What follows belongs to an exercise in optimizing a design on an open flow for small area; a production flow would make more cautious choices.
In this exercise RTL edits were held to simulation tests only and were not proved equivalent to the original.
Power and IR drop assume default switching activity.

==> job 5190: inputs <==
// tenthirty
module tenthirty(
    input clk,
    input rst_n,  
    input btn_m,  
    input btn_r,  
    output reg [7:0] seg7_sel,
    output reg [7:0] seg7,    
    output reg [7:0] seg7_l,  
    output reg [2:0] led  
);
make LEC_CHECK=0 CAP_MARGIN=20 CORE_MARGIN=2 CORE_UTILIZATION=40 SLEW_MARGIN=20 finish   # period 10.0 ns
run.sh (not shown) runs the stock make flow with config.mk's settings and CLKGATE_MAP_FILE= SYNTH_SCRIPT=/design/flow/synth_recipe.tcl, a recipe that flattens the netlist after the stock synthesis.
==> inputs of job 3868, as changes to job 5190 <==
--- a/flow/design.v
+++ b/flow/design.v
@@ -93,22 +93,23 @@
 reg pip;       
 reg nflag;     
 always @(posedge clk or negedge rst_n) begin
     if (!rst_n) begin
         press_flag_1 <= 1'b0;
         press_flag_2 <= 1'b0;
         pip          <= 1'b0;
-        nflag        <= 1'b0;
     end
     else if (rise) begin
         press_flag_1 <= btn_m;
         press_flag_2 <= btn_r;
         pip          <= btn_m & ~press_flag_1;
-        nflag        <= pip;
-    end
+    end
+end
+always @(posedge clk) begin
+    if (rise) nflag <= pip;
 end
 wire btn_r_pluse = btn_r & ~press_flag_2;
 reg [2:0] state;
 reg [2:0] pick_times;
 reg       done;           
 reg [2:0] round;
 reg [5:0] pointer;
@@ -141,139 +142,113 @@
               player_pass ? 1'b0 :
               (player_total > 6'd21) ? 1'b1 :
               (dealer_total > 6'd21) ? 1'b0 :
               (player_total > dealer_total) ? 1'b0 : 1'b1;
 always @(posedge clk or negedge rst_n) begin
     if (!rst_n) begin
         state      <= IDLE;
-        pick_times <= 3'd0;
-        done       <= 1'b0;
         round      <= 3'd0;
         pointer    <= 6'd0;
         led_code   <= 2'd0;
     end
     else if (rise) begin
         state <= next_state;
+        if (st_hd & ~done & hand_end) round <= round + 3'd1;
+        pointer  <= pointer + {5'd0, pip};
+        led_code <= st_cmp ? (winner ? 2'd2 : 2'd1) : st_done ? 2'd3 : 2'd0;
+    end
+end
+always @(posedge clk) begin
+    if (rise) begin
         if (st_hit) begin
             pick_times <= done ? 3'd0 : pick_times + {2'b00, pip};
             done       <= ~done & hand_end;
         end
         else begin
             pick_times <= {2'b00, st_beg};
             done       <= 1'b0;
         end
-        if (st_hd & ~done & hand_end) round <= round + 3'd1;
-        pointer  <= pointer + {5'd0, pip};
-        led_code <= st_cmp ? (winner ? 2'd2 : 2'd1) : st_done ? 2'd3 : 2'd0;
     end
 end
 always @(*) begin
     led[0] = (led_code == 2'd1);
     led[1] = (led_code == 2'd2);
     led[2] = (led_code == 2'd3);
 end
 wire [2:0] back = cnt[2] ? (pick_times + ~j) : 3'd0;
 wire [5:0] addr = pointer - {3'd0, back};
 wire [3:0] card;
 LUT inst_LUT (.addr(addr), .card(card));
-wire [5:0] add = (~nflag | btn_r_pluse) ? 6'd0 :
+wire land = fall & nflag;                
+wire [5:0] add = (~land | btn_r_pluse) ? 6'd0 :
                  (card == 4'd11) ? 6'd1 : {1'b0, card, 1'b0};
-always @(posedge clk or negedge rst_n) begin
-    if (!rst_n) begin
-        player_total <= 6'd0;
-        dealer_total <= 6'd0;
-        valid        <= 5'd0;
-    end
-    else if (fall) begin
-        if (st_idle) begin
-            player_total <= 6'd0;
-            dealer_total <= 6'd0;
-        end
-        if (st_beg | st_hp) player_total <= player_total + add;
-        if (st_hd)          dealer_total <= dealer_total + add;
-        if (nflag & ~done) begin
-            if (st_beg) valid[0] <= ~btn_r_pluse;
-            if (st_hit) begin
-                case (pick_times)
-                    3'd1: valid[0] <= ~btn_r_pluse;
-                    3'd2: valid[1] <= ~btn_r_pluse;
-                    3'd3: valid[2] <= ~btn_r_pluse;
-                    3'd4: valid[3] <= ~btn_r_pluse;
-                    3'd5: valid[4] <= ~btn_r_pluse;
-                    default: ;
-                endcase
-            end
-        end
-    end
-end
-always @(posedge clk or negedge rst_n) begin
-    if (!rst_n) begin
-        player_pass <= 1'b0;
-        dealer_pass <= 1'b0;
-    end
-    else begin
+always @(posedge clk) begin
+    begin
+        player_total <= st_idle ? 6'd0 : player_total + ((st_beg | st_hp) ? add : 6'd0);
+        dealer_total <= st_idle ? 6'd0 : dealer_total + (st_hd ? add : 6'd0);
+    end
+end
+always @(posedge clk) begin
+    if (land & ~done) begin
+        if (st_beg) valid[0] <= ~btn_r_pluse;
+        if (st_hit) begin
+            case (pick_times)
+                3'd1: valid[0] <= ~btn_r_pluse;
+                3'd2: valid[1] <= ~btn_r_pluse;
+                3'd3: valid[2] <= ~btn_r_pluse;
+                3'd4: valid[3] <= ~btn_r_pluse;
+                3'd5: valid[4] <= ~btn_r_pluse;
+                default: ;
+            endcase
+        end
+    end
+end
+always @(posedge clk) begin
+    begin
         if (st_idle) begin
             player_pass <= 1'b0;
             dealer_pass <= 1'b0;
         end
         if (st_hp && pick_times == 3'd5 && player_total <= 6'd21) player_pass <= 1'b1;
         if (st_hd && pick_times == 3'd5 && dealer_total <= 6'd21) dealer_pass <= 1'b1;
     end
 end
-function [3:0] half_code(input [5:0] t);
-    half_code = t[0] ? C_POINT : C_LINE;
-endfunction
-function [3:0] units_code(input [5:0] t, input is_player);
+function [3:0] total_code(input [5:0] t, input is_player, input [1:0] pos);
     reg [4:0] h;
     reg [3:0] u;
     begin
         h = t[5:1];
         if (is_player)
             u = (h >= 5'd20) ? h - 5'd20 : (h >= 5'd10) ? h - 5'd10 : h;
         else
             u = (h >= 5'd10) ? h - 5'd10 : h;
-        units_code = (u == 4'd0) ? C_NUM0 : (u > 4'd10) ? C_POINT : u;
-    end
-endfunction
-function [3:0] tens_code(input [5:0] t, input is_player);
-    reg [4:0] h;
-    begin
-        h = t[5:1];
-        tens_code = (h > 5'd19) ? 4'd2 : (is_player && h > 5'd9) ? 4'd1 : C_NUM0;
+        case (pos)
+            2'd0:    total_code = t[0] ? C_POINT : C_LINE;
+            2'd1:    total_code = (u == 4'd0) ? C_NUM0 : (u > 4'd10) ? C_POINT : u;
+            default: total_code = (h > 5'd19) ? 4'd2 : (is_player && h > 5'd9) ? 4'd1 : C_NUM0;
+        endcase
     end
 endfunction
 wire live      = (j == pick_times - 3'd1);
 wire live_void = live & (j[2] ? nflag : done);   
 wire [3:0] card_code = (valid[j] & ~live_void) ? card : C_POINT;
+wire       show_cmp = st_cmp | st_done;
+wire       show_hit = st_hit & ~(st_hd & (pick_times == 3'd0));
+wire       t_dealer = show_cmp ? j[2] : st_hd;
+wire [5:0] t_sel    = t_dealer ? dealer_total : player_total;
+wire [1:0] t_pos    = (show_cmp & ~j[2]) ? j[1:0] : (j[1:0] - 2'd1);
+wire [3:0] t_code   = total_code(t_sel, ~t_dealer, t_pos);
 reg [3:0] code;
 always @(*) begin
-    code = C_LINE;
-    if (st_hit && !(st_hd && pick_times == 3'd0)) begin
-        case (j)
-            3'd5: code = half_code(hand_total);
-            3'd6: code = units_code(hand_total, st_hp);
-            3'd7: code = tens_code(hand_total, st_hp);
-            default: code = (j >= pick_times) ? C_LINE : card_code;
-        endcase
-    end
-    else if (st_cmp || st_done) begin
-        case (j)
-            3'd0: code = half_code(player_total);
-            3'd1: code = units_code(player_total, 1'b1);
-            3'd2: code = tens_code(player_total, 1'b1);
-            3'd3: code = C_LINE;
-            3'd4: code = C_LINE;
-            3'd5: code = half_code(dealer_total);
-            3'd6: code = units_code(dealer_total, 1'b0);
-            3'd7: code = tens_code(dealer_total, 1'b0);
-        endcase
-    end
-    else begin
+    if (show_hit)
+        code = (j >= 3'd5) ? t_code : (j >= pick_times) ? C_LINE : card_code;
+    else if (show_cmp)
+        code = (j == 3'd3 || j == 3'd4) ? C_LINE : t_code;
+    else
         code = (j >= 3'd6) ? C_NUM0 : C_LINE;
-    end
 end
 reg [3:0] seg_code_r, seg_code_l;
 always @(posedge clk or negedge rst_n) begin
     if (!rst_n) begin
         seg_code_r <= C_RST;
         seg_code_l <= C_LINE;
     end
==> flow/flow/run.sh (new file) <==
#!/bin/bash
# Own layout flow: the standard layout, with
#  - synthesis through flow/synth.tcl (the standard flow's synthesis script with an area
#    oriented ABC script, flow/abc.script, and no adder extraction), and
#  - sky130_fd_sc_hd__buf_1 as the port buffers.
set -euo pipefail
W=$(pwd)
export OWN_ABC_SCRIPT=$W/flow/abc.script
bash standard.sh synth "SYNTH_SCRIPT=$W/flow/synth.tcl" > $W/own_synth.log 2>&1
bash standard.sh finish "BUFFER_PORTS_ARGS=-buffer_cell sky130_fd_sc_hd__buf_1" > $W/own_layout.log 2>&1
==> flow/flow/abc.script (new file) <==
strash
&get -n
&deepsyn -T 60
&put
dch -f
amap
topo
==> flow/flow/synth.tcl (new file) <==
# The standard flow's synthesis script (synth_recipe.tcl), with the combinational logic
# mapped for area by flow/abc.script and without ORFS's adder extraction.
proc synth {args} { yosys synth -nofsm -noshare {*}$args }
proc abc {args} {
  set i [lsearch -exact $args -script]
  if {$i >= 0} { lset args [expr {$i + 1}] $::env(OWN_ABC_SCRIPT) }
  yosys abc {*}$args
}
set ::env(ADDER_MAP_FILE) ""
source $::env(SCRIPTS_DIR)/synth.tcl
# left out here: clear keep_hierarchy, flatten, clean up, hide names made inside functions, write 1_2_yosys.v
==> flow/standard.sh (new file) <==
#!/bin/bash
# synth_recipe.tcl (not shown) runs the flow's synth.tcl, then flattens the netlist and writes it again
# the make line also repeats each setting of config.mk as NAME=value (left out here)
make -C /OpenROAD-flow-scripts/flow DESIGN_CONFIG=/design/flow/config.mk WORK_HOME=/design/flow/orfs CLKGATE_MAP_FILE= SYNTH_SCRIPT=/design/flow/synth_recipe.tcl "${@:-finish}"
ABC_AREA = 1   (was not set)
CORE_UTILIZATION = 65   (was 40)
CTS_BUF_LIST = sky130_fd_sc_hd__clkbuf_8   (was not set)
removed: flow/run.sh
==> inputs of job 467, as changes to job 5190 <==
--- a/flow/design.v
+++ b/flow/design.v
@@ -215,65 +215,47 @@
             player_pass <= 1'b0;
             dealer_pass <= 1'b0;
         end
         if (st_hp && pick_times == 3'd5 && player_total <= 6'd21) player_pass <= 1'b1;
         if (st_hd && pick_times == 3'd5 && dealer_total <= 6'd21) dealer_pass <= 1'b1;
     end
 end
-function [3:0] half_code(input [5:0] t);
-    half_code = t[0] ? C_POINT : C_LINE;
-endfunction
-function [3:0] units_code(input [5:0] t, input is_player);
+function [3:0] total_code(input [5:0] t, input is_player, input [1:0] pos);
     reg [4:0] h;
     reg [3:0] u;
     begin
         h = t[5:1];
         if (is_player)
             u = (h >= 5'd20) ? h - 5'd20 : (h >= 5'd10) ? h - 5'd10 : h;
         else
             u = (h >= 5'd10) ? h - 5'd10 : h;
-        units_code = (u == 4'd0) ? C_NUM0 : (u > 4'd10) ? C_POINT : u;
-    end
-endfunction
-function [3:0] tens_code(input [5:0] t, input is_player);
-    reg [4:0] h;
-    begin
-        h = t[5:1];
-        tens_code = (h > 5'd19) ? 4'd2 : (is_player && h > 5'd9) ? 4'd1 : C_NUM0;
+        case (pos)
+            2'd0:    total_code = t[0] ? C_POINT : C_LINE;
+            2'd1:    total_code = (u == 4'd0) ? C_NUM0 : (u > 4'd10) ? C_POINT : u;
+            default: total_code = (h > 5'd19) ? 4'd2 : (is_player && h > 5'd9) ? 4'd1 : C_NUM0;
+        endcase
     end
 endfunction
 wire live      = (j == pick_times - 3'd1);
 wire live_void = live & (j[2] ? nflag : done);   
 wire [3:0] card_code = (valid[j] & ~live_void) ? card : C_POINT;
+wire       show_cmp = st_cmp | st_done;
+wire       show_hit = st_hit & ~(st_hd & (pick_times == 3'd0));
+wire       t_dealer = show_cmp ? j[2] : st_hd;
+wire [5:0] t_sel    = t_dealer ? dealer_total : player_total;
+wire [1:0] t_pos    = (show_cmp & ~j[2]) ? j[1:0] : (j[1:0] - 2'd1);
+wire [3:0] t_code   = total_code(t_sel, ~t_dealer, t_pos);
 reg [3:0] code;
 always @(*) begin
-    code = C_LINE;
-    if (st_hit && !(st_hd && pick_times == 3'd0)) begin
-        case (j)
-            3'd5: code = half_code(hand_total);
-            3'd6: code = units_code(hand_total, st_hp);
-            3'd7: code = tens_code(hand_total, st_hp);
-            default: code = (j >= pick_times) ? C_LINE : card_code;
-        endcase
-    end
-    else if (st_cmp || st_done) begin
-        case (j)
-            3'd0: code = half_code(player_total);
-            3'd1: code = units_code(player_total, 1'b1);
-            3'd2: code = tens_code(player_total, 1'b1);
-            3'd3: code = C_LINE;
-            3'd4: code = C_LINE;
-            3'd5: code = half_code(dealer_total);
-            3'd6: code = units_code(dealer_total, 1'b0);
-            3'd7: code = tens_code(dealer_total, 1'b0);
-        endcase
-    end
-    else begin
+    if (show_hit)
+        code = (j >= 3'd5) ? t_code : (j >= pick_times) ? C_LINE : card_code;
+    else if (show_cmp)
+        code = (j == 3'd3 || j == 3'd4) ? C_LINE : t_code;
+    else
         code = (j >= 3'd6) ? C_NUM0 : C_LINE;
-    end
 end
 reg [3:0] seg_code_r, seg_code_l;
 always @(posedge clk or negedge rst_n) begin
     if (!rst_n) begin
         seg_code_r <= C_RST;
         seg_code_l <= C_LINE;
     end
ABC_AREA = 1   (was not set)
==> comparison <==
In job 3868 the sequential power is higher than in job 467, by about 13%. Of job 467 and job 5190, job 467 has the higher clock power (gap about 7%, measured against job 5190). Critical path depth, lowest first: job 5190, job 467, job 3868. Die area: job 3868 < job 467 < job 5190. The highest routed wire length belongs to job 5190, the lowest to job 3868. Clock skew: job 3868 > job 5190 > job 467. In sequential cell count, job 5190 and job 3868 do not differ. Fmax: job 467 > job 5190 > job 3868. Utilization: job 3868 > job 467 > job 5190.

-- what the ideal ports hide --
No port has a modelled driver above. Below, the same layouts with a new extraction and two added sets of constraints. Step 1, drivers: a clkbuf_16 drives clk and a buf_2 each remaining input, both assumed. Step 2 moves the port delays by t, midway between the first and last clock arrival at a register: inputs arrive t later, outputs are due t later. That takes back most of the time a late clock gives input paths. Three values: ideal, step 1, step 2; two values: the first two.
run	t, ns	setup WS [ns]	hold slack, ns	worst setup path after step 2	clock arrival spread, ns
job 5190	0.351	3.798 / 3.798 / 3.798	0.463 / 0.463 / 0.463	register to register	0.011 / 0.012
job 3868	0.347	3.764 / 3.764 / 3.764	0.477 / 0.477 / 0.477	register to register	0.013 / 0.013
job 467	0.339	5.226 / 5.226 / 5.226	0.453 / 0.453 / 0.453	register to register	0.005 / 0.005
After both steps setup and hold are still met in every run listed.
